This is an optimization exercise on Yosys and OpenROAD, whose aim is small area, not a production implementation. Where RTL was checked, it was by simulation tests only, not by an equivalence proof against the original. Function not checked in run 1: the RTL went through the layout flow alone. No activity file was given, so power comes from the tool's default toggle rates.

==> flow/design.v <==
`default_nettype none
module led_fa(input a, input b, input c, output s, output co);
	assign s = a ^ b ^ c;
	assign co = (a & b) | (c & (a ^ b));
endmodule
module led_slice(
	input clk,
	input rot,
	input run,
	input lu,
	input ld,
	input cu_i,
	input cd_i,
	output cu_o,
	output cd_o
);
	reg u, d, z;
	wire su, sd;
	led_fa fu (u, lu, cu_i, su, cu_o);
	led_fa fd (d, ld, cd_i, sd, cd_o);
	always @(posedge clk) begin
		u <= rot & z | run & su;
		d <= rot & su | run & sd;
		z <= rot & sd | run & z;
	end
endmodule
module led_cycler(
	input clk,
	input rst,
	input tick,
	input rst_d,
	input tick_d,
	input [16:0] g0,       
	input [16:8] g1,       
	input g1z,             
	output [2:0] is_u,     
	output [2:0] is_d,     
	output cu,             
	output cd              
);
parameter SOFFSET = 0;
parameter SSTART = 0;
	localparam LO = 8;
	localparam HI = 16 - LO;
	localparam [16:0] LAST = 17'd65536 - SOFFSET;    
	localparam [15:0] K1 = SOFFSET;                   
	localparam [15:0] K2 = SOFFSET - 1;               
	reg [1:0] ph;
	reg first;    
	reg w;        
	reg done;     
	wire done_n = (g0 == LAST);
	reg [1:0] ph_n;
	reg first_n, w_n;
	always @(*) begin
		ph_n = ph;
		first_n = first;
		w_n = w;
		if (rst_d) begin
			ph_n = SSTART;
			first_n = 1'b1;
			w_n = 1'b0;
		end else if (tick_d) begin
			if (done) begin
				ph_n = (ph == 2'd2) ? 2'd0 : ph + 2'd1;
				first_n = 1'b0;
				w_n = (SOFFSET != 0);
			end else if (g1[16]) begin
				w_n = 1'b0;
			end
		end
	end
	always @(posedge clk) begin
		ph <= ph_n;
		first <= first_n;
		w <= w_n;
		done <= done_n;
	end
	wire [15:0] k_n = {16{~first_n}} & (w_n ? K2 : K1);
	wire [15:0] k = {16{~first}} & (w ? K2 : K1);
	wire [16:0] cl;
	wire [15:0] lv;
	reg cl_mid;
	assign cl[0] = 1'b0;
	genvar j;
	generate for (j = 0; j < 16; j = j + 1) begin : gl
		if (j < LO) begin : lo
			led_fa fl (g0[j], k_n[j], cl[j], lv[j], cl[j+1]);
		end else begin : hi
			led_fa fl (g1[j], k[j], j == LO ? cl_mid : cl[j], lv[j], cl[j+1]);
		end
	end endgenerate
	wire chg_n = ~rst & tick & done_n;       
	wire chg = ~rst_d & tick_d & done;       
	wire lo_rot = ~rst & chg_n;
	wire lo_run = ~rst & ~chg_n;
	wire hi_rot = ~rst_d & chg;
	wire hi_run = ~rst_d & ~chg;
	wire [16:0] cuc, cdc;
	reg cu_mid, cd_mid;
	assign cuc[0] = 1'b0;
	assign cdc[0] = first_n;     
	generate for (j = 0; j < 16; j = j + 1) begin : gs
		if (j < LO) begin : lo
			led_slice sl (clk, lo_rot, lo_run, lv[j], ~lv[j],
				cuc[j], cdc[j], cuc[j+1], cdc[j+1]);
		end else begin : hi
			led_slice sl (clk, hi_rot, hi_run, lv[j], ~lv[j],
				j == LO ? cu_mid : cuc[j], j == LO ? cd_mid : cdc[j],
				cuc[j+1], cdc[j+1]);
		end
	end endgenerate
	always @(posedge clk) begin
		cl_mid <= cl[LO];
		cu_mid <= cuc[LO];
		cd_mid <= cdc[LO];
	end
	assign cu = cuc[16];
	assign cd = cdc[16];
	wire zf = first & g1z;
	assign is_u = {ph == 2'd0, ph == 2'd2, ph == 2'd1};
	assign is_d = {ph == 2'd1, ph == 2'd0, ph == 2'd2} & {3{~zf}};
endmodule
module rgb_led(
	input  clk,
	input  rst,
	input  tick,
	output [10:0] ledc,
	output [2:0] leda
);
	reg rst_d, tick_d;
	always @(posedge clk) begin
		rst_d <= rst;
		tick_d <= tick;
	end
	reg [16:0] g0;
	reg [16:8] g1;
	reg g1z;
	always @(posedge clk) begin
		g0 <= rst ? 17'd0 : ~tick ? g0 : g0[16] ? 17'd0 : g0 + 17'd1;
		g1 <= g0[16:8];
		g1z <= ~|g0[15:0];
	end
	wire [2:0] iu [0:10];
	wire [2:0] id [0:10];
	wire [10:0] cu, cd;
	led_cycler #(.SOFFSET(0),     .SSTART(0)) ledcyc0  (clk, rst, tick, rst_d, tick_d, g0, g1, g1z, iu[0],  id[0],  cu[0],  cd[0]);
	led_cycler #(.SOFFSET(17873), .SSTART(0)) ledcyc1  (clk, rst, tick, rst_d, tick_d, g0, g1, g1z, iu[1],  id[1],  cu[1],  cd[1]);
	led_cycler #(.SOFFSET(35746), .SSTART(0)) ledcyc2  (clk, rst, tick, rst_d, tick_d, g0, g1, g1z, iu[2],  id[2],  cu[2],  cd[2]);
	led_cycler #(.SOFFSET(53619), .SSTART(0)) ledcyc3  (clk, rst, tick, rst_d, tick_d, g0, g1, g1z, iu[3],  id[3],  cu[3],  cd[3]);
	led_cycler #(.SOFFSET(5957),  .SSTART(1)) ledcyc4  (clk, rst, tick, rst_d, tick_d, g0, g1, g1z, iu[4],  id[4],  cu[4],  cd[4]);
	led_cycler #(.SOFFSET(23830), .SSTART(1)) ledcyc5  (clk, rst, tick, rst_d, tick_d, g0, g1, g1z, iu[5],  id[5],  cu[5],  cd[5]);
	led_cycler #(.SOFFSET(41704), .SSTART(1)) ledcyc6  (clk, rst, tick, rst_d, tick_d, g0, g1, g1z, iu[6],  id[6],  cu[6],  cd[6]);
	led_cycler #(.SOFFSET(59577), .SSTART(1)) ledcyc7  (clk, rst, tick, rst_d, tick_d, g0, g1, g1z, iu[7],  id[7],  cu[7],  cd[7]);
	led_cycler #(.SOFFSET(11915), .SSTART(2)) ledcyc8  (clk, rst, tick, rst_d, tick_d, g0, g1, g1z, iu[8],  id[8],  cu[8],  cd[8]);
	led_cycler #(.SOFFSET(29788), .SSTART(2)) ledcyc9  (clk, rst, tick, rst_d, tick_d, g0, g1, g1z, iu[9],  id[9],  cu[9],  cd[9]);
	led_cycler #(.SOFFSET(47661), .SSTART(2)) ledcyc10 (clk, rst, tick, rst_d, tick_d, g0, g1, g1z, iu[10], id[10], cu[10], cd[10]);
	reg [9:0] timer;
	reg [1:0] col;
	always @(posedge clk) begin
		if (rst) begin
			timer <= 0;
			col <= 2'd3;
		end else begin
			timer <= timer + 1'b1;
			case (col)
				2'd3: col <= 2'd0;
				2'd0: if (timer == 0) col <= 2'd1;
				2'd1: if (timer == 0) col <= 2'd2;
				default: if (timer == 0) col <= 2'd0;
			endcase
		end
	end
	wire [2:0] leda_w = {col == 2'd2, col == 2'd1, col[1] == col[0]};
	localparam R = 0, G = 1, B = 2;
	localparam [21:0] MAP0 = {2'd1, 2'd1, 2'd0, 2'd0, 2'd2, 2'd2, 2'd1, 2'd2, 2'd1, 2'd2, 2'd1};
	localparam [21:0] MAP1 = {2'd0, 2'd0, 2'd1, 2'd1, 2'd0, 2'd0, 2'd0, 2'd0, 2'd0, 2'd0, 2'd0};
	localparam [21:0] MAP2 = {2'd2, 2'd2, 2'd2, 2'd2, 2'd1, 2'd1, 2'd2, 2'd1, 2'd2, 2'd1, 2'd2};
	reg [10:0] led_out_latch;
	wire [10:0] latch_n;
	genvar i;
	generate for (i = 0; i < 11; i = i + 1) begin : gled
		wire [2:0] u = iu[i];
		wire [2:0] d = id[i];
		wire su = leda_w[0] & u[MAP0[2*i +: 2]] | leda_w[1] & u[MAP1[2*i +: 2]] | leda_w[2] & u[MAP2[2*i +: 2]];
		wire sd = leda_w[0] & d[MAP0[2*i +: 2]] | leda_w[1] & d[MAP1[2*i +: 2]] | leda_w[2] & d[MAP2[2*i +: 2]];
		assign latch_n[i] = ~rst & (rst_d | su & cu[i] | sd & cd[i]);
	end endgenerate
	always @(posedge clk)
		led_out_latch <= latch_n;
	assign ledc = led_out_latch;
	assign leda = leda_w;
endmodule  
==> flow/run.sh <==
#!/bin/bash
# synth_recipe.tcl (not shown) runs the flow's synth.tcl, then flattens the netlist and writes it again
# the make line also repeats each setting of config.mk as NAME=value (left out here)
make -C /OpenROAD-flow-scripts/flow DESIGN_CONFIG=/design/flow/config.mk WORK_HOME=/design/flow/orfs CLKGATE_MAP_FILE= SYNTH_SCRIPT=/design/flow/synth_recipe.tcl finish
==> flow/config.mk <==
export PLATFORM = sky130hd
export DESIGN_NAME = rgb_led
export DESIGN_NICKNAME = rgb_led
export VERILOG_FILES = /design/flow/design.v
export SDC_FILE = /design/flow/constraint.sdc
export NUM_CORES = 4
export LEC_CHECK = 0
export CAP_MARGIN = 20
export CORE_MARGIN = 2
export CORE_UTILIZATION = 55
export CTS_CLUSTER_DIAMETER = 100
export CTS_CLUSTER_SIZE = 20
export GPL_TIMING_DRIVEN = 0
export PLACE_DENSITY = 0.65
export SLEW_MARGIN = 20
export SYNTH_HIERARCHICAL = 1
export SYNTH_MINIMUM_KEEP_SIZE = 0
==> flow/constraint.sdc <==
create_clock -name core_clock -period 5.0 [get_ports {clk}]
set_input_delay 1.0000 -clock core_clock [delete_from_list [all_inputs] [get_ports {clk}]]
set_output_delay 1.0000 -clock core_clock [all_outputs]
set_load 0.01 [all_outputs]
==> impl_results.md, run 1 <==
- Synth Area in XOR/XNOR: 0.454%
- EDFF count, synth: 0
- Relative slew slack: 11.6%
- Clock skew: 0.0283 ns
- Seq pwr share: 45.9%
- DP Cell Count: 3380
- Final Hold Vio Count: 0
- Synth async-reset ratio: 0%
- # setup viols final: 10
- HP Class: reg2reg
- Adder-Cell Fraction of Synth Area: 32.6%
- Die area: 61600 um^2
- Number of global-route vias before repair: between 20000 and 25000
- Layout cells sized above 1: 23.1%
- Routed via count: between 20000 and 25000
- Clock sink total: 668
- Fin cells: 3528
- Switch share: 31.5%
- IO Count: 17
- Minimum clock period: approximately 5.1 ns
- Final period utilization: 101%
- Crit-path max FO: 7
- Pre-CTS setup slack: -1.05 ns
- Detailed-route DRC error count: 0
- GR Util All Layers: 25.7%
- Pwr Total: 15300 uW
- Hold buffers post-CTS: 0
- Grt ovf: 0
- GP Congestion: 0.792
- Final core occ: 64.4%
- Drt initial violations: 1195
- Critical path arrival: about 5.5 ns
- H-tree depth: 2
- Multi-input logic area: 20000 um^2
- Leakage: 0.0154 uW
- Area growth from synthesis to layout: 15.7%
- Final Cell Area: 38000 um^2
- Synth area leader: dfxtp_1
- Power Dens Cells: just over 400 nW/um^2
- SO Faults: negative setup slack
- Clk pwr share: 21.3%
- Wire per inst: 21.6 um
- Clk slew on worst S/H paths: roughly 0.09 ns
- Status: complete, but fails checks
- Switching power: 4820 uW
- Synth warnings: 19
- Antenna violations before repair: 0
- Gate Count Post-Synth: about 2500
- FF+latch area: 13400 um^2
- Clk root buf: clkbuf_16
- Post-synthesis mux area share: 0.0915%
- Post-synthesis register bit count: 668
- Critical Path End Type: flop
- Worst-margin pin slew: 1.33 ns
- WL final: 76.1 mm
- Avg Vias per Cell: between 5 and 6
- CTS Buf Count: 39
- Post-synthesis simple-gate area fraction: 5.21%
- Sequential area share after synthesis: 40.7%
- Kind of critical path: reg2reg
- # rows: 89
- Max Fclk: 0.197 GHz
- VDD IR max: 375 uV
- Worst-Skew Late Latency: 0.60 ns
- First-pass GRT wire length: 122 mm
- IO Port Bufs: 16
- Clk buf depth: 3
- Area fraction in compound gates after synthesis: 17.9%
- 1st-pass router iterations: 5
- Largest net degree at the start of global routing: 34
- Routed Antenna Nets: 0
- RSZ-0062 raised after global routing: yes
- Gate power share: around 33%
- TritonCTS clock tree: built
- Post-synthesis cell type count: 61
- Layout Nets: 3289
- Core Region: around 60000 um^2
- Die Y: roughly 250 um
- Largest family of logic cells by synthesized area: adder cells
- Synth top area cells: dfxtp_1 (41%), fa_1 (32%), a22o_1 (14%), inv_1 (2.8%), nor2_1 (0.94%)
- Syn Std Cell Area: 32800 um^2
- Most common flop cell mapped by yosys: dfxtp_1
- Internal: 10500 uW
- Die width: around 250 um
- Initial core utilization: 55.6%
- Critical Path RT: 5.47 ns
- Final-layout fill cell count: 4390
- Max_cap viols: 0
- Crit path launch type: flop
- Detailed placement HPWL: 48.1 mm
- Placed Area: roughly 35000 um^2
- Setup ws final: -0.0674 ns
- Syn avg cell area: 13.3 um^2
- Post-synth top area share: 40.7%
- Final Max Slew Viols: 0
## routing by layer
layer,part of all wire [%],wire length (um),global-route usage (%)
met4,2.8,2160,7.02
met2,48,36600,42.5
met3,5.5,4220,3.82
met1,43,33100,35.8
met5,0,0,0
## cell type report
class                           count  share of cell area (%)
Tap cell                          773                    2.55
Multi-Input combinational cell   1632                    52.7
Timing Repair Buffer              150                    3.95
Buffer                             12                   0.128
Clock inverter                      2                  0.0461
Clock buffer                       44                    2.73
Inverter                          246                    2.47
Antenna cell                        1                 0.00659
Sequential cell                   668                    35.4
## cells in the final DEF (no fill, tap or decap), types with 17 or more instances in the layout
cell type,instances
a22oi_1,24
nand3_1,17
o21ai_0,25
dfxtp_1,642
clkbuf_16,41
fa_2,281
buf_6,29
buf_4,82
a21oi_1,17
nor2_1,65
inv_1,226
conb_1,96
fa_1,247
a21oi_2,20
a22o_1,538
nor2b_1,21
nand2_1,18
## logic make-up after synthesis
group	Yosys count
fa+ha+maj	537
xor+xnor	17
simple gates	274
mux	3
buf+inv	258
other cells	11
compound gates	705
flops	668
## flip-flops by register name, indices dropped and copies added, names as in the netlist, 9 cells and up
| signal | flops |
|---|---|
| led_out_latch | 11 |
| timer | 10 |
| g1 | 9 |
| g0 | 17 |
## final timing paths
kind / to / cells past startpoint / from / slack (ns)
max: ledcyc8.gs[7].lo.sl.z / 15 / tick_d / -0.07
min: ledcyc10.gs[4].lo.sl.u / 1 / ledcyc10.gs[4].lo.sl.z / 0.46
max reg2reg: ledcyc8.gs[7].lo.sl.z / 15 / tick_d / -0.07
min reg2reg: ledcyc10.gs[4].lo.sl.u / 1 / ledcyc10.gs[4].lo.sl.z / 0.46
## power groups by stage
stage | Combinational (uW) | Sequential (uW) | Clock [uW]
6_report | 5020 | 7030 | 3250
5_1_grt | 5670 | 7170 | 3520
4_1_cts | 4870 | 7050 | 3330
3_5_place_dp | 4530 | 7140 | 0
3_3_place_gp | 4200 | 7120 | 0
2_1_floorplan | 3400 | 7000 | 0
## through the flow
stage | hold slack [ns] | TNS [ns]
6_report | 0.464 | -0.307
5_1_grt | 0.487 | -3.56
4_1_cts | 0.466 | -0.609
3_5_place_dp | 0.450 | -55.53
3_3_place_gp | 0.445 | -145.14
2_1_floorplan | 0.440 | -0.130
## synthesized netlist by cell type (11+ instances only)
cell type  count
inv_1        246
conb_1        11
a221oi_1      11
a22o_1       538
a21boi_0      15
nor3_1        22
nor2b_1       23
fa_1         528
o21ai_0       26
a21oi_1       45
a22oi_1       24
nand3_1       17
a211oi_1      14
nand2_1       27
nor2_1        82
nand4_1       16
dfxtp_1      668
## modules after synthesis, one instance, submodules excluded, excerpt
module | cells | area (um^2) | times used
rgb_led | 280 | 2430 | 1
led_fa | 1 | 20.0 | 528
led_slice | 6 | 86.3 | 176
## timing repair
item | 4_1_cts | 5_1_grt
gates resized for setup | 236 | 135
setup buffers | 66 | 34
endpoints found under the setup margin | 139 | 52
pin swaps | 80 | 101
## critical path, cell delays in order, from the launching register on
cell,delay (ns)
dfxtp_4,0.38
buf_12,0.16
a21bo_2,0.20
a21oi_2,0.17
nor3_2,0.07
fa_2,0.38
fa_2,0.38
fa_2,0.58
inv_2,0.04
fa_2,0.34
fa_2,0.38
fa_2,0.38
fa_2,0.38
fa_2,0.38
fa_1,0.49
a22o_1,0.22
==> inputs of run 2 (changes only) <==
--- a/flow/design.v
+++ b/flow/design.v
@@ -47,38 +47,32 @@
 	localparam [15:0] K2 = SOFFSET - 1;               
+	reg first0, w0, first1, w1;
 	reg [1:0] ph;
-	reg first;    
-	reg w;        
-	reg done;     
-	wire done_n = (g0 == LAST);
-	reg [1:0] ph_n;
-	reg first_n, w_n;
-	always @(*) begin
-		ph_n = ph;
-		first_n = first;
-		w_n = w;
-		if (rst_d) begin
-			ph_n = SSTART;
-			first_n = 1'b1;
-			w_n = 1'b0;
-		end else if (tick_d) begin
-			if (done) begin
-				ph_n = (ph == 2'd2) ? 2'd0 : ph + 2'd1;
-				first_n = 1'b0;
-				w_n = (SOFFSET != 0);
-			end else if (g1[16]) begin
-				w_n = 1'b0;
+	reg done;
+	wire done0 = (g0 == LAST);
+	always @(posedge clk) begin
+		if (rst) begin
+			first0 <= 1'b1;
+			w0 <= 1'b0;
+		end else if (tick) begin
+			if (done0) begin
+				first0 <= 1'b0;
+				w0 <= (SOFFSET != 0);
+			end else if (g0[16]) begin
+				w0 <= 1'b0;
 			end
 		end
+		first1 <= first0;
+		w1 <= w0;
+		done <= done0;
+		if (rst_d)
+			ph <= SSTART;
+		else if (tick_d & done)
+			ph <= (ph == 2'd2) ? 2'd0 : ph + 2'd1;
 	end
-	always @(posedge clk) begin
-		ph <= ph_n;
-		first <= first_n;
-		w <= w_n;
-		done <= done_n;
-	end
-	wire [15:0] k_n = {16{~first_n}} & (w_n ? K2 : K1);
-	wire [15:0] k = {16{~first}} & (w ? K2 : K1);
+	wire [15:0] k0 = {16{~first0}} & (w0 ? K2 : K1);
+	wire [15:0] k1 = {16{~first1}} & (w1 ? K2 : K1);
 	wire [16:0] cl;
 	wire [15:0] lv;
-	reg cl_mid;
+	wire [LO:0] lv0;
+	reg l_mid, cl_mid;
 	assign cl[0] = 1'b0;
@@ -86,9 +80,17 @@
 	generate for (j = 0; j < 16; j = j + 1) begin : gl
-		if (j < LO) begin : lo
-			led_fa fl (g0[j], k_n[j], cl[j], lv[j], cl[j+1]);
+		if (j <= LO) begin : lo
+			assign lv0[j] = g0[j] ^ k0[j] ^ cl[j];
+			assign cl[j+1] = g0[j] & k0[j] | cl[j] & (g0[j] ^ k0[j]);
+			if (j < LO) begin : lo2
+				assign lv[j] = lv0[j];
+			end else begin : mid
+				assign lv[j] = l_mid;
+			end
 		end else begin : hi
-			led_fa fl (g1[j], k[j], j == LO ? cl_mid : cl[j], lv[j], cl[j+1]);
+			wire ci = j == LO + 1 ? cl_mid : cl[j];
+			assign lv[j] = g1[j] ^ k1[j] ^ ci;
+			assign cl[j+1] = g1[j] & k1[j] | ci & (g1[j] ^ k1[j]);
 		end
 	end endgenerate
-	wire chg_n = ~rst & tick & done_n;       
+	wire chg_n = ~rst & tick & done0;        
 	wire chg = ~rst_d & tick_d & done;       
@@ -101,3 +103,3 @@
 	assign cuc[0] = 1'b0;
-	assign cdc[0] = first_n;     
+	assign cdc[0] = first0;      
 	generate for (j = 0; j < 16; j = j + 1) begin : gs
@@ -113,3 +115,4 @@
 	always @(posedge clk) begin
-		cl_mid <= cl[LO];
+		l_mid <= lv0[LO];
+		cl_mid <= cl[LO+1];
 		cu_mid <= cuc[LO];
@@ -119,3 +122,3 @@
 	assign cd = cdc[16];
-	wire zf = first & g1z;
+	wire zf = first1 & g1z;
 	assign is_u = {ph == 2'd0, ph == 2'd2, ph == 2'd1};
@@ -186,3 +189,4 @@
 		wire sd = leda_w[0] & d[MAP0[2*i +: 2]] | leda_w[1] & d[MAP1[2*i +: 2]] | leda_w[2] & d[MAP2[2*i +: 2]];
-		assign latch_n[i] = ~rst & (rst_d | su & cu[i] | sd & cd[i]);
+		wire su_r = su & ~rst, sd_r = sd & ~rst, one = rst_d & ~rst;
+		assign latch_n[i] = su_r & cu[i] | sd_r & cd[i] | one;
 	end endgenerate
--- a/flow/config.mk
+++ b/flow/config.mk
@@ -9,7 +9,7 @@
 export CORE_MARGIN = 2
-export CORE_UTILIZATION = 55
-export CTS_CLUSTER_DIAMETER = 100
-export CTS_CLUSTER_SIZE = 20
+export CORE_UTILIZATION = 60
+export CTS_CLUSTER_DIAMETER = 60
+export CTS_CLUSTER_SIZE = 32
 export GPL_TIMING_DRIVEN = 0
-export PLACE_DENSITY = 0.65
+export PLACE_DENSITY = 0.7
 export SLEW_MARGIN = 20
==> run 2 against run 1 <==
  * The run now finishes clean
  * Flip-flop and latch count up 18
  * Hold slack worse by 0.054 ns
  * First-iteration DRC count up 21%
  * Power down 15%
  * Final cell count down 4.3%
  * Global-route usage up 0.83 points
  * Largest cell class unchanged
==> impl_results.md, run 2 <==
- Status: timing/DRC/antenna clean
- Clk buf depth: 3 (unchanged)
- Area growth from synthesis to layout: 10.4%
- Crit path launch type: flop
- Detailed-route DRC error count: 0 (unchanged)
- Max_cap viols: 0 (unchanged)
- Gate Count Post-Synth: 2538 (+2.6%)
- Clock sink total: 686 (+2.7%)
- Wire per inst: 21.1 um (-2.2%)
- Initial core utilization: 60.6% (+5.0 points)
- Syn Std Cell Area: 32500 um^2 (-1.1%)
- Final Cell Area: 35800 um^2 (-5.6%)
- Most flop-heavy register: g0
- Largest net degree at the start of global routing: 33 (-2.9%)
- Number of global-route vias before repair: 21900 (-2.6%)
- Grt ovf: 0 (unchanged)
- Worst-margin pin slew: 1.09 ns (-0.231 ns)
- IO Count: 17 (unchanged)
- Clock skew: 0.0237 ns (-0.00462 ns)
- Minimum clock period: 4.85 ns (-0.217 ns)
- Hold buffers post-CTS: 0 (unchanged)
- First-pass GRT wire length: 118 mm (-3.9%)
- VDD IR max: 344 uV (-8.2%)
- # rows: 85 (-4.5%)
- Max Fclk: 0.206 GHz (+4.5%)
- GP Congestion: 0.839 (+5.8%)
- CP max stage delay: 0.56 ns (-0.02 ns)
- Die width: 237 um (-4.7%)
- Critical Path RT: 5.50 ns (+0.03 ns)
- 1st-pass router iterations: 5 (unchanged)
- CTS Buf Count: 47 (+21%)
- Routed via count: 20400 (-1.7%)
- DP Cell Count: 3287 (-2.8%)
- Avg Vias per Cell: 6.04 (+2.7%)
- Hold Slack: 0.410 ns (-0.0538 ns)
- Worst-Skew Late Latency: 0.61 ns (about the same)
- Setup TNS: 0 ns (+0.307 ns)
- Critical Path End Type: flop
- Setup ws final: 0.150 ns (+0.217 ns)
- Syn avg cell area: 12.8 um^2 (-3.6%)
- Clk slew on worst S/H paths: 0.10 ns (about the same)
- Crit-path max FO: 17 (+10)
- Antenna violations before repair: 4 (+4)
- Fin cells: 3377 (-4.3%)
- Final period utilization: 97.0% (-4.3 points)
- Detailed placement HPWL: 46.8 mm (-2.7%)
- Die area: 56000 um^2 (-9.2%)
- Relative slew slack: 26.9% (+15 points)
- Max reg flops: 17 (unchanged)
- Crit-path cells: buf_16, ha_1, inv_1, fa_1, fa_1, fa_1, inv_1, fa_1, fa_1, fa_1, fa_1, fa_1, a22o_1
- Worst path slowest cell: dfxtp_4
- R2r worst-path depth: 13 (-2)
- Hold Path Stages: 0 (-1)
- Final Max Slew Viols: 0 (unchanged)
- Layout cells sized above 1: 8.28% (-15 points)
- Kind of critical path: reg2reg
- IO Port Bufs: 16 (unchanged)
- GR Util All Layers: 26.6% (+0.83 points)
- RSZ-0062 raised after global routing: no
- Critical path arrival: 5.35 ns (-0.19 ns)
- Routed Antenna Nets: 0 (unchanged)
- Power Dens Cells: 361 nW/um^2 (-10%)
- TritonCTS clock tree: built
- # setup viols final: 0 (-10)
- Pre-CTS setup slack: -0.630 ns (+0.422 ns)
- Final Hold Vio Count: 0 (unchanged)
- HP Class: reg2reg
- Placed Area: 34100 um^2 (-2.6%)
- Drt initial violations: 1440 (+21%)
- WL final: 71.2 mm (-6.4%)
- Most frequent cells in the layout: dfxtp_1 (667), a22o_1 (572), fa_1 (423), inv_1 (307), ha_1 (89)
- Clk root buf: clkbuf_16
- Most used cell along the critical path: fa_1
- Leakage: 0.0154 uW (-0.13%)
- Core Region: 53600 um^2 (-9.2%)
- ANT cells: 0 (-1)
- Layout Nets: 3158 (-4.0%)
- H-tree depth: 2 (unchanged)
- Die Y: 237 um (-4.7%)
- Synth warnings: 19 (unchanged)
- Top Registers: g0 x17, led_out_latch x11, timer x10
- Commonest non-fill, non-tap cell in the layout: dfxtp_1
==> run 2: path summary, 6_finish.rpt <==
| kind | startpoint | end | slack, ns |
|---|---|---|---|
| setup / recovery | g0[0] | ledcyc6.gs[7].lo.sl.u | 0.15 |
| hold / removal | ledcyc6.first0 | ledcyc6.first1 | 0.41 |
| setup reg to reg | g0[0] | ledcyc6.gs[7].lo.sl.u | 0.15 |
| hold reg to reg | ledcyc6.first0 | ledcyc6.first1 | 0.41 |
==> run 2: layer usage <==
| metal | track usage [%] | wire length [um] |
|---|---|---|
| met5 | 0 | 0 |
| met4 | 7.38 | 1650 |
| met3 | 4.81 | 4690 |
| met2 | 43.2 | 33800 |
| met1 | 37.0 | 31100 |
==> run 2: cell type report <==
| type | count | area [um^2] |
|---|---|---|
| tap | 696 | 871 |
| inverter | 308 | 1160 |
| multi-input combinational | 1533 | 17600 |
| sequential | 686 | 13800 |
| timing repair buffer | 56 | 663 |
| fill | 3862 | 17800 |
| buffer | 11 | 56.3 |
| clock buffer | 50 | 1230 |
| clock inverter | 37 | 460 |
==> run 2: stage by stage <==
step                utilization, %  power, uW
floorplan                        -       8020
global placement              62.5       8550
detailed placement            63.6       8710
CTS                           66.8      13000
global route                  66.9      13600
finish                        66.9      12900
==> run 2: worst max-delay path, delay by kind of cell (launching register included) <==
kind	cells	cell delay, ns
AOI/OAI and AO/OA	1	0.23
buffers and inverters	3	0.34
DFF	1	0.56
adders and majority gates	9	3.62
==> run 2: repair_timing <==
action | CTS | global route
resized for setup | 2 | 8
buffers inserted | 3 | 0
pin swaps | 0 | 1
endpoints found under the setup margin | 25 | 16
cloned | 0 | 0
==> run 2: power by group <==
group / leakage (uW) / internal [uW] / switching, uW
clock: 0.000817 / 2040 / 2210
combinational: 0.00904 / 1160 / 1170
sequential: 0.00557 / 5990 / 356
==> inputs of run 3 (changes only) <==
--- a/flow/config.mk
+++ b/flow/config.mk
@@ -9,7 +9,7 @@
 export CORE_MARGIN = 2
-export CORE_UTILIZATION = 60
-export CTS_CLUSTER_DIAMETER = 60
-export CTS_CLUSTER_SIZE = 32
+export CORE_UTILIZATION = 55
+export CTS_CLUSTER_DIAMETER = 140
+export CTS_CLUSTER_SIZE = 22
 export GPL_TIMING_DRIVEN = 0
-export PLACE_DENSITY = 0.7
+export PLACE_DENSITY = 0.65
 export SLEW_MARGIN = 20
==> run 3 against run 2 <==
  * Maximum frequency rose by 0.13%
  * Count of clock-buffer cells in the layout fell by 11
  * Critical path depth rose by 1
  * Final cell count rose by 1.1%
  * Routed wire length rose by 1.3%
  * Still clean
  * Non-clock buffer count rose by 7
  * Flip-flop and latch count did not move
  * Die area rose by 8.9%
==> impl_results.md, run 3 <==
- Kind of critical path: reg2reg
- Top Registers: g0 x17, led_out_latch x11, timer x10
- CTS Buf Count: 37 (-21%)
- IO Count: 17 (unchanged)
- Worst hold endpoint: ledcyc6.first1
- Minimum clock period: 4.84 ns (-0.00614 ns)
- Worst path buffer plus inverter count: 3 (unchanged)
- Metal1 wirelength: 31.3 mm (+0.81%)
- Final core occ: 60.1% (-6.7 points)
- DP Cell Count: 3369 (+2.5%)
- Die width: 247 um (+4.4%)
- Antenna violations before repair: 3 (-1)
- Power Dens Cells: 333 nW/um^2 (-7.6%)
- Max reg flops: 17 (unchanged)
- Commonest non-fill, non-tap cell in the layout: dfxtp_1
- Met3 wire length: 3.68 mm (-22%)
- Detailed placement HPWL: 48.2 mm (+3.0%)
- Detailed-route DRC error count: 0 (unchanged)
- Grt ovf: 0 (unchanged)
- Gate Count Post-Synth: 2538 (unchanged)
- Avg Vias per Cell: 5.97 (-1.2%)
- Initial core utilization: 55.3% (-5.2 points)
- Clock sink total: 686 (unchanged)
- Layout Nets: 3155 (-0.095%)
- Largest net degree at the start of global routing: 33 (unchanged)
- Worst-Skew Late Latency: 0.58 ns (-0.03 ns)
- Crit-path cells: buf_12, inv_1, fa_1, inv_1, fa_1, fa_1, fa_1, fa_1, fa_1, fa_1, fa_1, a22o_1, a22oi_1, a21oi_1
- Max_cap viols: 0 (unchanged)
- Worst-margin pin slew: 1.06 ns (-0.0381 ns)
- Crit-path leading delay family: adder cells
- Startpoint of the worst hold path: ledcyc6.first0
- Area growth from synthesis to layout: 8.75%
- Met2 WL: 34.8 mm (+2.9%)
- WL final: 72.2 mm (+1.3%)
- Final Hold Vio Count: 0 (unchanged)
- Drt initial violations: 1463 (+1.6%)
- Syn avg cell area: 12.8 um^2 (unchanged)
- IO Port Bufs: 16 (unchanged)
- R2r worst-path depth: 14 (+1)
- Syn Std Cell Area: 32500 um^2 (unchanged)
- Critical Path End Type: flop
- FF-to-FF End: led_out_latch[2]
- Clk buf depth: 3 (unchanged)
- Crit-path max FO: 6 (-11)
- Hold Path Stages: 0 (unchanged)
- Flop-to-flop setup slack: 0.16 ns (about the same)
- Most frequent cells in the layout: dfxtp_1 (664), a22o_1 (572), fa_1 (423), inv_1 (308), ha_1 (89)
- HP Class: reg2reg
- GR Util All Layers: 25.1% (-1.5 points)
- Clk root buf: clkbuf_16
- Wire per inst: 21.1 um (+0.20%)
- Final Max Slew Viols: 0 (unchanged)
- Fin cells: 3415 (+1.1%)
- Clock skew: 0.0295 ns (+0.00587 ns)
- Top Metal Used: met5
- VDD IR max: 307 uV (-11%)
- Placed Area: 34300 um^2 (+0.53%)
- TritonCTS clock tree: built
- Hold Slack: 0.413 ns (+0.00262 ns)
- Clk slew on worst S/H paths: 0.09 ns (about the same)
- 1st-pass router iterations: 5 (unchanged)
- Routed via count: 20400 (-0.054%)
- Final period utilization: 96.9% (-0.12 points)
- Worst flop-to-flop path startpoint: g1[9]
- Die area: 61000 um^2 (+8.9%)
- Leakage: 0.0151 uW (-1.9%)
- Core Region: 58700 um^2 (+9.5%)
- # setup viols final: 0 (unchanged)
- Most flop-heavy register: g0
- CP max stage delay: 0.58 ns (+0.02 ns)
- First-pass GRT wire length: 120 mm (+1.5%)
- # rows: 89 (+4.7%)
- Critical Path RT: 5.42 ns (-0.08 ns)
- Final Cell Area: 35300 um^2 (-1.5%)
- Number of global-route vias before repair: 21900 (-0.28%)
- Most used cell along the critical path: fa_1
- Synth warnings: 19 (unchanged)
- Routed Antenna Nets: 0 (unchanged)
- H-tree depth: 2 (unchanged)
- Max Fclk: 0.206 GHz (+0.13%)
- Critical path arrival: 5.27 ns (-0.08 ns)
- Status: timing/DRC/antenna clean
- Die Y: 247 um (+4.4%)
- Worst path slowest cell: fa_1
- GP Congestion: 0.784 (-6.5%)
- Relative slew slack: 29.5% (+2.5 points)
- Crit path launch type: flop
- Layout cells sized above 1: 6.93% (-1.4 points)
-- run 3: power by group --
group | leakage [uW] | switching [uW] | total, uW | internal [uW]
Combinational | 0.00908 | 1150 | 2300 | 1150
Sequential | 0.00557 | 351 | 6350 | 6000
Clock | 0.000468 | 1780 | 3130 | 1350
-- run 3: per-layer routing --
layer / GRT usage (%) / vias up
li1: - / 9186
met5: 0 / -
met1: 34.1 / 10600
met4: 8.66 / 2
met3: 3.30 / 139
met2: 41.6 / 488
-- run 3: layout make-up --
class	instances	area [um^2]
Tap cell	773	967
Timing Repair Buffer	63	758
Clock inverter	1	20.0
Multi-Input combinational cell	1533	17600
Fill cell	4579	23400
Antenna cell	1	2.50
Inverter	308	1160
Clock buffer	39	933
Sequential cell	686	13800
Buffer	11	56.3
-- run 3: per-stage QoR --
step           power [uW]   TNS, ns  setup slack [ns]
2_1_floorplan        8020         0             0.240
3_3_place_gp         8550    -91.52            -0.957
3_5_place_dp         8710    -0.950            -0.276
4_1_cts             11900         0            0.0309
5_1_grt             12400  -0.00459          -0.00459
6_report            11800         0             0.156
-- run 3: how the worst max path moves through the flow --
| stage | start | endpoint | slack [ns] | cells after the start |
|---|---|---|---|---|
| 3_3_place_gp | g0[0] | ledcyc2.gs[7].lo.sl.u | -0.96 | 12 |
| 2_1_floorplan | g0[1] | ledcyc5.gs[7].lo.sl.d | 0.24 | 11 |
| 4_1_cts | g0[0] | ledcyc10.gs[7].lo.sl.d | 0.03 | 11 |
| 3_5_place_dp | g1[9] | led_out_latch[10] | -0.28 | 13 |
| 5_1_grt | g1[9] | led_out_latch[4] | -0.005 | 13 |
| 6_report | g1[9] | led_out_latch[2] | 0.16 | 14 |
-- run 3: repair_timing --
action / 4_1_cts / 5_1_grt
setup buffers: 4 / 1
resized for setup: 1 / 6
endpoints found under the setup margin: 6 / 19
gates cloned: 0 / 0
hold buffers: 0 / 0
==> inputs of run 4 (changes only) <==
--- a/flow/config.mk
+++ b/flow/config.mk
@@ -10,4 +10,4 @@
 export CORE_UTILIZATION = 55
-export CTS_CLUSTER_DIAMETER = 140
-export CTS_CLUSTER_SIZE = 22
+export CTS_CLUSTER_DIAMETER = 100
+export CTS_CLUSTER_SIZE = 20
 export GPL_TIMING_DRIVEN = 0
==> run 4 against run 3 <==
  * Power is 1.6% higher
  * Sequential share of layout area is 0.16 points lower
  * Area after synthesis stayed put
  * First-iteration DRC count is 16% lower
  * Final cell count is 0.18% higher
  * Still clean on timing, DRC and antenna
  * Sequential power hardly changed
  * Critical path depth is 1 lower
  * Routed wire length is 0.33% higher
  * Utilization is 0.24 points higher
  * Flip-flop and latch count stayed put
  * Maximum frequency is 0.27% lower
  * Via count is 0.21% higher
==> impl_results.md, run 4 <==
- Area growth from synthesis to layout: 9.19%
- TritonCTS clock tree: built
- Final Max Slew Viols: 0 (unchanged)
- Most Crowded Layer GR: met2
- Layout Nets: 3159 (+0.13%)
- Syn Std Cell Area: 32500 um^2 (unchanged)
- Kind of critical path: reg2reg
- Grt met3 use: 3.34% (+0.043 points)
- Max Fclk: 0.206 GHz (-0.27%)
- ANT cells: 0 (-1)
- Power Dens Cells: 338 nW/um^2 (+1.2%)
- Critical Path RT: 5.41 ns (about the same)
- Crit path launch type: flop
- Number of global-route vias before repair: 22000 (+0.44%)
- Pre-CTS setup slack: -0.276 ns (unchanged)
- Wire per inst: 21.2 um (+0.16%)
- Most frequent cells in the layout: dfxtp_1 (665), a22o_1 (572), fa_1 (423), inv_1 (308), ha_1 (89)
- Routed via count: 20400 (+0.21%)
- Die Y: 247 um (unchanged)
- Worst path slowest cell: fa_1
- Syn avg cell area: 12.8 um^2 (unchanged)
- Hold buffers post-CTS: 0 (unchanged)
- # rows: 89 (unchanged)
- Setup TNS: 0 ns (unchanged)
- HP Class: reg2reg
- Final period utilization: 97.1% (+0.26 points)
- Final Cell Area: 35400 um^2 (+0.40%)
- Final Hold Vio Count: 0 (unchanged)
- Final-layout fill cell count: 4557 (-0.48%)
- Leakage: 0.0152 uW (+0.44%)
- # setup viols final: 0 (unchanged)
- Detailed placement HPWL: 48.2 mm (unchanged)
- DP Cell Count: 3369 (unchanged)
- CP max stage delay: 0.58 ns (about the same)
- Die area: 61000 um^2 (unchanged)
- 1st-pass router iterations: 5 (unchanged)
- Clock skew: 0.0307 ns (+0.00120 ns)
- Max_cap viols: 0 (unchanged)
- VDD IR max: 308 uV (+0.26%)
- Critical path arrival: 5.26 ns (about the same)
- Die width: 247 um (unchanged)
- Gate Count Post-Synth: 2538 (unchanged)
- Clk root buf: clkbuf_16
- Largest net degree at the start of global routing: 33 (unchanged)
- Placed Area: 34300 um^2 (unchanged)
- Status: timing/DRC/antenna clean
- Max reg flops: 17 (unchanged)
- Critical Path End Type: flop
- Met2 Use GR: 41.6% (-0.049 points)
- Worst-margin pin slew: 1.09 ns (+0.0315 ns)
- Drt initial violations: 1227 (-16%)
- Grt ovf: 0 (unchanged)
- Core Region: 58700 um^2 (unchanged)
- Commonest non-fill, non-tap cell in the layout: dfxtp_1
- Synth warnings: 19 (unchanged)
- IO Port Bufs: 16 (unchanged)
- Detailed-route DRC error count: 0 (unchanged)
- IO Count: 17 (unchanged)
- Crit-path max FO: 5 (-1)
- Crit-path cells: inv_1, fa_1, inv_1, fa_1, fa_1, fa_1, fa_1, fa_1, fa_1, fa_1, a22o_1, a22oi_1, a21oi_2
- CTS Buf Count: 40 (+8.1%)
- Relative slew slack: 27.4% (-2.1 points)
- First-pass GRT wire length: 119 mm (about the same)
- Routed Antenna Nets: 0 (unchanged)
- GR Util All Layers: 25.1% (-0.030 points)
- Most flop-heavy register: g0
- Antenna violations before repair: 1 (-2)
- Avg Vias per Cell: 5.97 (about the same)
- H-tree depth: 2 (unchanged)
- Initial core utilization: 55.3% (unchanged)
- Clock sink total: 686 (unchanged)
- GP Congestion: 0.784 (unchanged)
- Layout cells sized above 1: 7.14% (+0.21 points)
- Setup ws final: 0.143 ns (-0.0131 ns)
- Worst-Skew Late Latency: 0.60 ns (+0.02 ns)
- Clk buf depth: 3 (unchanged)
- WL final: 72.4 mm (+0.33%)
- Minimum clock period: 4.86 ns (+0.0131 ns)
- Clk slew on worst S/H paths: 0.09 ns (about the same)
- M1 GR Usage: 34.0% (-0.063 points)
- Top Registers: g0 x17, led_out_latch x11, timer x10
- Pwr Total: 12000 uW (+1.6%)
- Most used cell along the critical path: fa_1
- Fin cells: 3421 (+0.18%)
## run 4: final cells by class
cell class | instances | area, um^2 | share of cell area (%)
Buffer | 11 | 56.3 | 0.159
Clock buffer | 43 | 1030 | 2.92
Clock inverter | 3 | 33.8 | 0.0953
Inverter | 308 | 1160 | 3.26
Multi-Input combinational cell | 1533 | 17600 | 49.7
Sequential cell | 686 | 13800 | 38.9
Tap cell | 773 | 967 | 2.73
Timing Repair Buffer | 64 | 791 | 2.23
## run 4: critical path: cells and delay by family, from the launching register on
family / cells / cell delay, ns
flops: 1 / 0.44
fa+ha+maj: 8 / 3.47
buf+inv: 2 / 0.15
compound gates: 3 / 0.59
## run 4: power by group
part           total [uW]  internal (uW)  switching [uW]  leakage, uW
registers            6350           5990             351      0.00557
clock network        3320           1480            1830     0.000524
logic                2300           1150            1150      0.00910
## run 4: path summary, 6_finish.rpt
kind	startpoint	endpoint	slack, ns	depth (start not counted)
worst max-delay path	g1[9]	led_out_latch[4]	0.14	13
worst min-delay path	ledcyc6.first0	ledcyc6.first1	0.41	0
worst max register to register	g1[9]	led_out_latch[4]	0.14	13
worst min register to register	ledcyc6.first0	ledcyc6.first1	0.41	0
## run 4: metrics by stage
stage	utilization, %	hold WS [ns]
after floorplan	-	0.364
after global placement	57.2	0.422
after detailed placement	58.4	0.424
after CTS	60.3	0.436
after global routing	60.4	0.425
final	60.4	0.412
## run 4: per-layer routing
layer	wire length, um	share of wire [%]	vias up
met5	0	0	-
met4	2280	3.2	0
met3	3930	5.4	134
met2	35100	48	536
met1	31100	43	10600
li1	-	-	9194
## run 4: what timing repair did
action / CTS / global route
buffers inserted: 4 / 2
resized for setup: 1 / 5
hold endpoints to repair: 0 / 0
gates cloned: 0 / 0
endpoints found under the setup margin: 7 / 14
==> inputs of run 5 (changes only) <==
--- a/flow/config.mk
+++ b/flow/config.mk
@@ -10,4 +10,5 @@
 export CORE_UTILIZATION = 55
-export CTS_CLUSTER_DIAMETER = 100
-export CTS_CLUSTER_SIZE = 20
+export CTS_BUF_LIST = sky130_fd_sc_hd__clkbuf_8
+export CTS_CLUSTER_DIAMETER = 90
+export CTS_CLUSTER_SIZE = 18
 export GPL_TIMING_DRIVEN = 0
==> run 5 against run 4 <==
  * Critical path type unchanged
  * Power is 6.3% lower
  * Hold slack better by 0.012 ns
  * Cell area is 1.3% lower
  * Clock skew is 0.0061 ns higher
  * Largest power group unchanged
  * Synthesized cell count stayed put
  * Area after synthesis stayed put
  * Sequential share of layout area is 0.50 points higher
  * Combinational power hardly changed
  * First-iteration DRC count is 3.7% higher
  * Still clean on timing, DRC and antenna
  * Die area stayed put
  * Non-clock buffer count is 1 lower
  * Via count hardly changed
==> impl_results.md, run 5 <==
- Number of global-route vias before repair: 21900 (-0.38%)
- FF-to-FF End: led_out_latch[2]
- R2r worst-path depth: 14 (+1)
- Detailed-route DRC error count: 0 (unchanged)
- H-tree depth: 2 (unchanged)
- Worst hold endpoint: ledcyc6.first1
- Final core occ: 59.6% (-0.77 points)
- Worst-margin pin slew: 1.08 ns (-0.00795 ns)
- Layout Nets: 3162 (+0.095%)
- Worst path slowest cell: fa_1
- Worst-Skew Late Latency: 0.66 ns (+0.06 ns)
- IO Port Bufs: 16 (unchanged)
- Relative slew slack: 27.9% (+0.53 points)
- Most flop-heavy register: g0
- Startpoint of the worst hold path: ledcyc6.first0
- Detailed placement HPWL: 48.2 mm (unchanged)
- Die area: 61000 um^2 (unchanged)
- Initial core utilization: 55.3% (unchanged)
- Final Max Slew Viols: 0 (unchanged)
- Antenna violations before repair: 3 (+2)
- GR Util All Layers: 25.0% (-0.057 points)
- Routed via count: 20400 (+0.0098%)
- Most used cell along the critical path: fa_1
- Area growth from synthesis to layout: 7.79%
- Final Hold Vio Count: 0 (unchanged)
- Worst flop-to-flop path startpoint: g1[9]
- WL final: 72.4 mm (-0.11%)
- # setup viols final: 0 (unchanged)
- Max_cap viols: 0 (unchanged)
- Max reg flops: 17 (unchanged)
- Clk slew on worst S/H paths: 0.12 ns (+0.03 ns)
- Avg Vias per Cell: 5.96 (-0.11%)
- Power Dens Cells: 320 nW/um^2 (-5.1%)
- Crit-path cells: buf_12, inv_1, fa_1, inv_1, fa_1, fa_1, fa_1, fa_1, fa_1, fa_1, fa_1, a22o_1, a22oi_1, a21oi_1
- CP max stage delay: 0.58 ns (about the same)
- GP Congestion: 0.784 (unchanged)
- Leakage: 0.0150 uW (-1.3%)
- Crit-path max FO: 6 (+1)
- Clock skew: 0.0369 ns (+0.00613 ns)
- Largest net degree at the start of global routing: 33 (unchanged)
- Most frequent cells in the layout: dfxtp_1 (665), a22o_1 (572), fa_1 (423), inv_1 (309), ha_1 (89)
- Gate Count Post-Synth: 2538 (unchanged)
- Final-layout fill cell count: 4599 (+0.92%)
- Grt ovf: 0 (unchanged)
- Status: timing/DRC/antenna clean
- Clock sink total: 686 (unchanged)
- Die width: 247 um (unchanged)
- Flop-to-flop setup slack: 0.15 ns (about the same)
- Core Region: 58700 um^2 (unchanged)
- Drt initial violations: 1273 (+3.7%)
- TritonCTS clock tree: built
- First-pass GRT wire length: 119 mm (-0.22%)
- Clk buf depth: 3 (unchanged)
- Clk root buf: clkbuf_8
- Final period utilization: 97.0% (-0.14 points)
- Wire per inst: 21.1 um (-0.23%)
- HP Class: reg2reg
- VDD IR max: 257 uV (-17%)
- Crit path launch type: flop
- 1st-pass router iterations: 5 (unchanged)
- Commonest non-fill, non-tap cell in the layout: dfxtp_1
- Critical Path RT: 5.52 ns (+0.11 ns)
- Critical Path End Type: flop
- Critical path arrival: 5.37 ns (+0.11 ns)
- Max Fclk: 0.206 GHz (+0.14%)
- Die Y: 247 um (unchanged)
- Syn Std Cell Area: 32500 um^2 (unchanged)
- IO Count: 17 (unchanged)
- Layout cells sized above 1: 7.21% (+0.070 points)
- Top Registers: g0 x17, led_out_latch x11, timer x10
- # rows: 89 (unchanged)
- CTS Buf Count: 44 (+10%)
- Routed Antenna Nets: 0 (unchanged)
- Syn avg cell area: 12.8 um^2 (unchanged)
- Setup TNS: 0 ns (unchanged)
- Hold Slack: 0.424 ns (+0.0122 ns)
- Synth warnings: 19 (unchanged)
- Hold Path Stages: 0 (unchanged)
- Kind of critical path: reg2reg
- Minimum clock period: 4.85 ns (-0.00689 ns)
[run 5: through the flow]
stage	instance area [um^2]	std cells	setup WS (ns)	total power (uW)
2_1_floorplan	32500	2538	0.240	8020
3_3_place_gp	33600	3327	-0.957	8550
5_1_grt	35000	3424	-0.00491	11900
3_5_place_dp	34300	3369	-0.276	8710
6_report	35000	3425	0.150	11200
4_1_cts	35000	3422	0.0440	11300
[run 5: final cells by class]
cell class | instances | area [um^2] | area share (%)
Multi-Input combinational cell | 1533 | 17600 | 50.4
Sequential cell | 686 | 13800 | 39.4
Clock buffer | 45 | 619 | 1.77
Timing Repair Buffer | 63 | 758 | 2.17
Inverter | 308 | 1160 | 3.30
Buffer | 11 | 56.3 | 0.161
Clock inverter | 4 | 25.0 | 0.0715
Tap cell | 773 | 967 | 2.76
Antenna cell | 2 | 5.00 | 0.0143
[run 5: worst max-delay path by stage]
stage          depth (start not counted)                      to  slack (ns)   from
6_report                              14        led_out_latch[2]        0.15  g1[9]
5_1_grt                               13        led_out_latch[4]      -0.005  g1[9]
4_1_cts                               11  ledcyc10.gs[7].lo.sl.d        0.04  g0[0]
3_5_place_dp                          13       led_out_latch[10]       -0.28  g1[9]
3_3_place_gp                          12   ledcyc2.gs[7].lo.sl.u       -0.96  g0[0]
2_1_floorplan                         11   ledcyc5.gs[7].lo.sl.d        0.24  g0[1]
[run 5: layer usage]
layer / wire length (um) / up-vias / global-route usage (%) / share of wire (%)
li1: - / 9186 / - / -
met1: 32000 / 10600 / 34.1 / 44
met2: 34700 / 491 / 41.6 / 48
met3: 3350 / 150 / 3.18 / 4.6
met4: 2280 / 2 / 8.13 / 3.2
met5: 11 / - / 0 / 0.015
[run 5: critical path: cells and delay by family (launching register included)]
kind	cells	cell delay [ns]
flip-flops	1	0.47
AO/OA/AOI/OAI	3	0.48
adder cells (fa/ha/maj)	8	3.50
buffers and inverters	3	0.25
[run 5: timing repair]
item | CTS | global route
resized for setup | 1 | 5
endpoints found under the setup margin | 5 | 12
setup buffers | 4 | 1
hold buffers | 0 | 0
[run 5: power breakdown]
| part | internal, uW | total (uW) | switching [uW] | leakage (uW) |
|---|---|---|---|---|
| logic | 1150 | 2300 | 1150 | 0.00908 |
| registers | 6000 | 6350 | 351 | 0.00557 |
| clock network | 824 | 2560 | 1740 | 0.000343 |
| total | 7970 | 11200 | 3240 | 0.0150 |
==> inputs of run 6 (changes only) <==
--- a/flow/config.mk
+++ b/flow/config.mk
@@ -11,4 +11,4 @@
 export CTS_BUF_LIST = sky130_fd_sc_hd__clkbuf_8
-export CTS_CLUSTER_DIAMETER = 90
-export CTS_CLUSTER_SIZE = 18
+export CTS_CLUSTER_DIAMETER = 80
+export CTS_CLUSTER_SIZE = 14
 export GPL_TIMING_DRIVEN = 0
==> run 6 against run 5 <==
  * Still clean on timing, DRC and antenna
  * Synthesized cell count stayed put
  * Combinational power barely moved
  * Hold slack worse by 0.013 ns
  * Largest power group unchanged
  * Highest routed layer is now met4
==> impl_results.md, run 6 <==
- Worst path slowest cell: fa_1
- Final Hold Vio Count: 0 (unchanged)
- CTS Buf Count: 54 (+23%)
- Max reg flops: 17 (unchanged)
- Hold buffers post-CTS: 0 (unchanged)
- 1st-pass router iterations: 5 (unchanged)
- Grt ovf: 0 (unchanged)
- Antenna violations before repair: 2 (-1)
- # rows: 89 (unchanged)
- First-pass GRT wire length: 120 mm (+0.31%)
- Worst flop-to-flop path startpoint: g1[9]
- Pwr Total: 11400 uW (+1.7%)
- Most frequent cells in the layout: dfxtp_1 (665), a22o_1 (572), fa_1 (423), inv_1 (310), ha_1 (89)
- Commonest non-fill, non-tap cell in the layout: dfxtp_1
- Crit-path leading delay family: adder cells
- Worst hold endpoint: ledcyc6.first1
- Final-layout fill cell count: 4608 (+0.20%)
- Layout cells sized above 1: 7.49% (+0.28 points)
- Flop-to-flop setup slack: 0.14 ns (about the same)
- Initial core utilization: 55.3% (unchanged)
- Final period utilization: 97.1% (+0.11 points)
- Die width: 247 um (unchanged)
- R2r worst-path depth: 13 (-1)
- Detailed placement HPWL: 48.2 mm (unchanged)
- Worst-Skew Late Latency: 0.69 ns (+0.03 ns)
- Pre-CTS setup slack: -0.276 ns (unchanged)
- Leakage: 0.0151 uW (+0.41%)
- Crit-path cells: inv_1, fa_1, inv_1, fa_1, fa_1, fa_1, fa_1, fa_1, fa_1, fa_1, a22o_1, a22oi_1, a21oi_2
- Die Y: 247 um (unchanged)
- Max_cap viols: 0 (unchanged)
- Area growth from synthesis to layout: 8.16%
- Routed Antenna Nets: 0 (unchanged)
- Gate Count Post-Synth: 2538 (unchanged)
- Drt initial violations: 1264 (-0.71%)
- Placed Area: 34300 um^2 (unchanged)
- Max Fclk: 0.206 GHz (-0.11%)
- Routed via count: 20400 (-0.14%)
- TritonCTS clock tree: built
- Top Registers: g0 x17, led_out_latch x11, timer x10
- IO Port Bufs: 16 (unchanged)
- Final Max Slew Viols: 0 (unchanged)
- WL final: 72.5 mm (+0.15%)
- H-tree depth: 2 (unchanged)
- Critical path arrival: 5.34 ns (-0.03 ns)
- Synth warnings: 19 (unchanged)
- Relative slew slack: 27.7% (-0.15 points)
- Critical Path End Type: flop
- Clock sink total: 686 (unchanged)
- FF-to-FF End: led_out_latch[4]
- Final Cell Area: 35100 um^2 (+0.34%)
- GR Util All Layers: 25.1% (+0.049 points)
- Clk root buf: clkbuf_8
- GP Congestion: 0.784 (unchanged)
- Most used cell along the critical path: fa_1
- VDD IR max: 260 uV (+1.3%)
- Most flop-heavy register: g0
- Die area: 61000 um^2 (unchanged)
- Worst-margin pin slew: 1.08 ns (+0.00220 ns)
- Crit-path max FO: 6 (unchanged)
- IO Count: 17 (unchanged)
- Setup TNS: 0 ns (unchanged)
- Detailed-route DRC error count: 0 (unchanged)
- Hold Path Stages: 0 (unchanged)
- Core Region: 58700 um^2 (unchanged)
- Startpoint of the worst hold path: ledcyc6.first0
- Largest net degree at the start of global routing: 33 (unchanged)
- Layout Nets: 3171 (+0.28%)
- Power Dens Cells: 325 nW/um^2 (+1.3%)
- # setup viols final: 0 (unchanged)
- Final core occ: 59.8% (+0.20 points)
- Worst path buffer plus inverter count: 2 (-1)
- Clk slew on worst S/H paths: 0.09 ns (-0.03 ns)
- CP max stage delay: 0.58 ns (about the same)
- Kind of critical path: reg2reg
- Wire per inst: 21.1 um (about the same)
- Setup ws final: 0.144 ns (-0.00542 ns)
- Status: timing/DRC/antenna clean
- Critical Path RT: 5.48 ns (-0.04 ns)
- Number of global-route vias before repair: 21900 (+0.12%)
- Syn avg cell area: 12.8 um^2 (unchanged)
- Minimum clock period: 4.86 ns (+0.00542 ns)
- Clock skew: 0.0359 ns (-0.00101 ns)
- HP Class: reg2reg
- Crit path launch type: flop
- Syn Std Cell Area: 32500 um^2 (unchanged)
- Clk buf depth: 3 (unchanged)
- Avg Vias per Cell: 5.94 (-0.35%)
==> run 6: worst max-delay path by stage <==
stage                     slack [ns]  startpoint                      to  cells past startpoint
after floorplan                 0.24       g0[1]   ledcyc5.gs[7].lo.sl.d                     11
after global placement         -0.96       g0[0]   ledcyc2.gs[7].lo.sl.u                     12
after detailed placement       -0.28       g1[9]       led_out_latch[10]                     13
after CTS                       0.04       g0[0]  ledcyc10.gs[7].lo.sl.d                     11
after global routing          -0.005       g1[9]        led_out_latch[4]                     13
final                           0.14       g1[9]        led_out_latch[4]                     13
==> run 6: timing repair <==
item	CTS	global route
endpoints found under the setup margin	6	17
resized for setup	1	5
buffers inserted	4	0
==> run 6: metrics by stage <==
step / hold WS, ns / std cells
final: 0.411 / 3432
after global routing: 0.426 / 3432
after CTS: 0.436 / 3431
after detailed placement: 0.424 / 3369
after global placement: 0.422 / 3327
after floorplan: 0.364 / 2538
==> run 6: cell type report <==
cell class                      count  area (um^2)  share of cell area (%)
Clock inverter                      3         15.0                  0.0428
Clock buffer                       55          757                    2.16
Antenna cell                        1         2.50                 0.00713
Tap cell                          773          967                    2.75
Sequential cell                   686        13800                    39.2
Multi-Input combinational cell   1533        17600                    50.2
Timing Repair Buffer               62          751                    2.14
Inverter                          308         1160                    3.29
Buffer                             11         56.3                   0.160
==> run 6: layer usage <==
metal,share of wire (%),wire (um),GRT usage [%]
met2,48,34700,41.4
met3,5.2,3800,3.46
met1,44,31600,34.2
met5,0,0,0
met4,3.2,2350,8.33
==> run 6: power by group <==
part           total, uW  internal [uW]  switching [uW]  leakage, uW
logic               2310           1150            1150      0.00908
registers           6350           5990             350      0.00557
clock network       2750            984            1760     0.000406
==> inputs of run 7 (changes only) <==
--- a/flow/config.mk
+++ b/flow/config.mk
@@ -9,3 +9,3 @@
 export CORE_MARGIN = 2
-export CORE_UTILIZATION = 55
+export CORE_UTILIZATION = 72
 export CTS_BUF_LIST = sky130_fd_sc_hd__clkbuf_8
@@ -14,3 +14,3 @@
 export GPL_TIMING_DRIVEN = 0
-export PLACE_DENSITY = 0.65
+export PLACE_DENSITY = 0.8
 export SLEW_MARGIN = 20
==> run 7 against run 6 <==
  * Largest cell class unchanged
  * Critical path depth unchanged
  * Highest routed layer unchanged
  * First-iteration DRC count rose by 37%
  * Clock power about the same
  * Global-route usage up 6.9 points
==> impl_results.md, run 7 <==
- Number of global-route vias before repair: 22600 (+2.9%)
- CTS Buf Count: 54 (unchanged)
- Avg Vias per Cell: 6.35 (+6.8%)
- Layout Nets: 3166 (-0.16%)
- Hold Slack: 0.415 ns (+0.00447 ns)
- Most frequent cells in the layout: dfxtp_1 (668), a22o_1 (572), fa_1 (423), inv_1 (307), ha_1 (89)
- Critical Path End Type: flop
- Crit path launch type: flop
- # rows: 77 (-13%)
- Routed via count: 20600 (+0.99%)
- TritonCTS clock tree: built
- Layout cells sized above 1: 7.24% (-0.25 points)
- GR Util All Layers: 31.9% (+6.9 points)
- Fin cells: 3244 (-5.5%)
- Leakage: 0.0150 uW (-0.15%)
- Wire per inst: 21.8 um (+3.2%)
- Gate Count Post-Synth: 2538 (unchanged)
- ANT cells: 0 (-1)
- RSZ-0062 raised after global routing: no
- Detailed placement HPWL: 47.1 mm (-2.4%)
- Routed Antenna Nets: 0 (unchanged)
- Final Hold Vio Count: 0 (unchanged)
- First-pass GRT wire length: 118 mm (-1.5%)
- Final Max Slew Viols: 0 (unchanged)
- Antenna violations before repair: 2 (unchanged)
- Syn Std Cell Area: 32500 um^2 (unchanged)
- IO Port Bufs: 16 (unchanged)
- Largest net degree at the start of global routing: 34 (+3.0%)
- Worst-margin pin slew: 1.17 ns (+0.0877 ns)
- Drt initial violations: 1735 (+37%)
- VDD IR max: 290 uV (+11%)
- Hold buffers post-CTS: 0 (unchanged)
- Area growth from synthesis to layout: 7.40%
- Most flop-heavy register: g0
- Worst-Skew Late Latency: 0.69 ns (about the same)
- Max Fclk: 0.204 GHz (-0.79%)
- Kind of critical path: reg2reg
- Relative slew slack: 21.9% (-5.9 points)
- Max_cap viols: 0 (unchanged)
- Final period utilization: 97.9% (+0.77 points)
- Die width: 216 um (-12%)
- # setup viols final: 0 (unchanged)
- H-tree depth: 2 (unchanged)
- Crit-path max FO: 9 (+3)
- Initial core utilization: 73.2% (+18 points)
- Pwr Total: 11400 uW (+0.26%)
- Detailed-route DRC error count: 0 (unchanged)
- R2r worst-path depth: 13 (unchanged)
- DP Cell Count: 3183 (-5.5%)
- Grt ovf: 0 (unchanged)
- Commonest non-fill, non-tap cell in the layout: dfxtp_1
- WL final: 70.7 mm (-2.5%)
- Final Cell Area: 34900 um^2 (-0.71%)
- 1st-pass router iterations: 5 (unchanged)
- Placed Area: 34000 um^2 (-0.76%)
- IO Count: 17 (unchanged)
- Critical path arrival: 5.39 ns (+0.05 ns)
- FF+latch area: 13800 um^2 (about the same)
- Top Registers: g0 x17, led_out_latch x11, timer x10
- Clk slew on worst S/H paths: 0.09 ns (about the same)
- Max reg flops: 17 (unchanged)
- Multi-input logic area: 17600 um^2 (about the same)
- Core Region: 44300 um^2 (-24%)
- Power Dens Cells: 328 nW/um^2 (+0.97%)
- Synth warnings: 19 (unchanged)
- Syn avg cell area: 12.8 um^2 (unchanged)
- HP Class: reg2reg
- Clk root buf: clkbuf_8
- Critical Path RT: 5.50 ns (+0.02 ns)
- Clock skew: 0.0173 ns (-0.0186 ns)
- Final core occ: 78.7% (+19 points)
- Clk buf depth: 3 (unchanged)
- Die Y: 216 um (-12%)
- Hold Path Stages: 0 (unchanged)
- Die area: 46800 um^2 (-23%)
- Minimum clock period: 4.89 ns (+0.0387 ns)
- GP Congestion: 0.823 (+5.0%)
- Status: timing/DRC/antenna clean
- Final-layout fill cell count: 2673 (-42%)
- Clock sink total: 686 (unchanged)
run 7: layer usage:
layer	global-route usage (%)	routed length, um
met1	44.0	29500
met2	51.6	34000
met3	6.02	4670
met4	10.8	2430
met5	0	0
run 7: critical path, stage by stage (launching register included):
cell and delay (ns):
dfxtp_4 0.49, inv_1 0.10, fa_1 0.60, inv_1 0.08, fa_1 0.44, fa_1 0.41
fa_1 0.41, fa_1 0.40, fa_1 0.39, fa_1 0.40, fa_1 0.43, a22o_1 0.26
a22oi_1 0.14, a21oi_1 0.16
run 7: power breakdown:
part	total [uW]	leakage, uW	internal, uW	switching [uW]
clock network	2740	0.000410	1010	1720
registers	6360	0.00557	6000	360
logic	2340	0.00906	1160	1170
run 7: what timing repair did:
action | 4_1_cts | 5_1_grt
setup buffers | 0 | 4
endpoints found under the setup margin | 27 | 15
resized for setup | 3 | 6
hold endpoints to repair | 0 | 0
pin swaps | 0 | 0
run 7: per-stage QoR:
stage               worst slack, ns  setup TNS, ns
finish                        0.106              0
global route                0.00499              0
CTS                          0.0191              0
detailed placement           -0.508          -4.45
global placement             -0.843         -35.56
floorplan                     0.240              0
run 7: final timing paths:
kind,start,slack [ns],to
worst max-delay path,g1[9],0.11,led_out_latch[4]
worst min-delay path,ledcyc6.first0,0.42,ledcyc6.first1
worst max register to register,g1[9],0.11,led_out_latch[4]
worst min register to register,ledcyc6.first0,0.42,ledcyc6.first1
run 7: cell type report:
cell class | count | share of cell area [%]
buffer | 11 | 0.162
clock buffer | 57 | 2.25
inverter | 308 | 3.32
multi-input combinational | 1533 | 50.6
sequential | 686 | 39.5
tap | 592 | 2.12
timing repair buffer | 57 | 2.09
==> inputs of run 8 (changes only) <==
--- a/flow/config.mk
+++ b/flow/config.mk
@@ -9,8 +9,7 @@
 export CORE_MARGIN = 2
-export CORE_UTILIZATION = 72
-export CTS_BUF_LIST = sky130_fd_sc_hd__clkbuf_8
+export CORE_UTILIZATION = 65
 export CTS_CLUSTER_DIAMETER = 80
-export CTS_CLUSTER_SIZE = 14
+export CTS_CLUSTER_SIZE = 24
 export GPL_TIMING_DRIVEN = 0
-export PLACE_DENSITY = 0.8
+export PLACE_DENSITY = 0.75
 export SLEW_MARGIN = 20
==> run 8 against run 7 <==
  * Sequential share of layout area shrank 0.45 points
  * First-iteration DRC count shrank 8.7%
  * Critical path depth is the same
  * Final cell count grew 2.0%
  * Routed wire length grew 1.5%
  * Die area grew 11%
  * Largest cell class unchanged
==> impl_results.md, run 8 <==
- Grt ovf: 0 (unchanged)
- Crit-path cells: inv_1, fa_2, inv_1, fa_1, fa_1, fa_1, fa_1, fa_1, fa_1, fa_1, a22o_1, a22oi_1, a21oi_1
- Max_cap viols: 0 (unchanged)
- Commonest non-fill, non-tap cell in the layout: dfxtp_1
- Top Registers: g0 x17, led_out_latch x11, timer x10
- Status: timing/DRC/antenna clean
- CP max stage delay: 0.63 ns (+0.03 ns)
- Pre-CTS setup slack: -0.151 ns (+0.357 ns)
- WL final: 71.7 mm (+1.5%)
- H-tree depth: 2 (unchanged)
- Most frequent cells in the layout: dfxtp_1 (668), a22o_1 (572), fa_1 (422), inv_1 (307), ha_1 (89)
- Power Dens Cells: 338 nW/um^2 (+3.0%)
- Critical Path End Type: flop
- Area growth from synthesis to layout: 8.61%
- IO Count: 17 (unchanged)
- Worst-Skew Late Latency: 0.58 ns (-0.11 ns)
- Avg Vias per Cell: 6.22 (-2.1%)
- Detailed placement HPWL: 47.3 mm (+0.60%)
- Clock sink total: 686 (unchanged)
- Worst flop-to-flop path startpoint: g1[9]
- GR Util All Layers: 29.1% (-2.9 points)
- Clk slew on worst S/H paths: 0.09 ns (about the same)
- RSZ-0062 raised after global routing: no
- Initial core utilization: 66.0% (-7.2 points)
- Leakage: 0.0152 uW (+0.84%)
- Syn Std Cell Area: 32500 um^2 (unchanged)
- Clk buf depth: 3 (unchanged)
- FF-to-FF End: led_out_latch[4]
- Layout Nets: 3152 (-0.44%)
- ANT cells: 0 (unchanged)
- IO Port Bufs: 16 (unchanged)
- Relative slew slack: 22.3% (+0.39 points)
- CTS Buf Count: 35 (-35%)
- Final-layout fill cell count: 3354 (+25%)
- Final period utilization: 97.9% (about the same)
- Worst-margin pin slew: 1.16 ns (-0.00590 ns)
- VDD IR max: 283 uV (-2.1%)
- Die area: 51700 um^2 (+11%)
- Crit path launch type: flop
- Kind of critical path: reg2reg
- 1st-pass router iterations: 5 (unchanged)
- Hold Path Stages: 0 (unchanged)
- Setup TNS: 0 ns (unchanged)
- Worst hold endpoint: ledcyc0.first1
- Number of global-route vias before repair: 22000 (-2.5%)
- Critical path arrival: 5.31 ns (-0.08 ns)
- R2r worst-path depth: 13 (unchanged)
- Clk root buf: clkbuf_16
- Most flop-heavy register: g0
- Largest net degree at the start of global routing: 34 (unchanged)
- Wire per inst: 21.7 um (-0.56%)
- TritonCTS clock tree: built
- Die Y: 227 um (+5.2%)
- Flop-to-flop setup slack: 0.10 ns (about the same)
- Max reg flops: 17 (unchanged)
- Final Hold Vio Count: 0 (unchanged)
- GP Congestion: 0.806 (-2.1%)
- Final core occ: 71.7% (-6.9 points)
- Core Region: 49200 um^2 (+11%)
- Die width: 227 um (+5.2%)
- Syn avg cell area: 12.8 um^2 (unchanged)
- Synth warnings: 19 (unchanged)
- Hold buffers post-CTS: 0 (unchanged)
- Layout cells sized above 1: 7.11% (-0.13 points)
- Final Max Slew Viols: 0 (unchanged)
- Antenna violations before repair: 2 (unchanged)
- Routed via count: 20600 (-0.083%)
- # setup viols final: 0 (unchanged)
- Startpoint of the worst hold path: ledcyc0.first0
- Pwr Total: 11900 uW (+4.1%)
-- run 8: where the power goes --
group,leakage [uW],switching [uW],internal (uW),total (uW)
sequential,0.00557,362,6000,6360
combinational,0.00909,1170,1160,2330
clock,0.000506,1770,1440,3210
-- run 8: layout make-up --
class / count / area, um^2 / share of cell area (%)
Tap cell: 664 / 831 / 2.36
Clock inverter: 5 / 60.1 / 0.170
Inverter: 308 / 1160 / 3.28
Buffer: 11 / 56.3 / 0.160
Clock buffer: 41 / 971 / 2.75
Sequential cell: 686 / 13800 / 39.0
Multi-Input combinational cell: 1533 / 17600 / 50.0
Timing Repair Buffer: 62 / 779 / 2.21
-- run 8: critical path, delay by kind of cell, from the launching register on --
kind / cells / cell delay (ns)
adder cells (fa/ha/maj): 8 / 3.55
flip-flops: 1 / 0.51
buffers and inverters: 2 / 0.19
AO/OA/AOI/OAI: 3 / 0.49
-- run 8: timing repair --
action,in CTS,in global routing
gates resized for setup,2,7
pin swaps,0,0
endpoints found under the setup margin,9,11
setup buffers,0,6
-- run 8: worst max-delay path by stage --
stage / slack, ns / end / depth (start not counted)
after CTS: 0.02 / led_out_latch[8] / 13
final: 0.10 / led_out_latch[4] / 13
after floorplan: 0.24 / ledcyc5.gs[7].lo.sl.d / 11
after global routing: 0.006 / led_out_latch[8] / 13
after detailed placement: -0.15 / led_out_latch[8] / 13
after global placement: -0.83 / ledcyc2.gs[7].lo.sl.d / 11
-- run 8: layer usage --
metal  GRT usage (%)  vias to the layer above  wire, um
li1                -                     9184         -
met1            40.2                    10600     31000
met2            47.8                      594     34400
met3            3.76                      154      4000
met4            10.0                        0      2340
met5               0                        -         0
-- run 8: through the flow --
step | instance area, um^2 | instances
6_report | 35300 | 3310
5_1_grt | 35300 | 3310
4_1_cts | 35200 | 3303
3_5_place_dp | 34100 | 3257
3_3_place_gp | 33500 | 3218
2_1_floorplan | 32500 | 2538

Setup slack of run 8, layout unchanged: 0.103 ns with ideal ports, 0.103 ns with driving cells assumed (clock clkbuf_16, inputs buf_2), 0.103 ns with port delays also shifted by the 0.639 ns mid clock arrival.
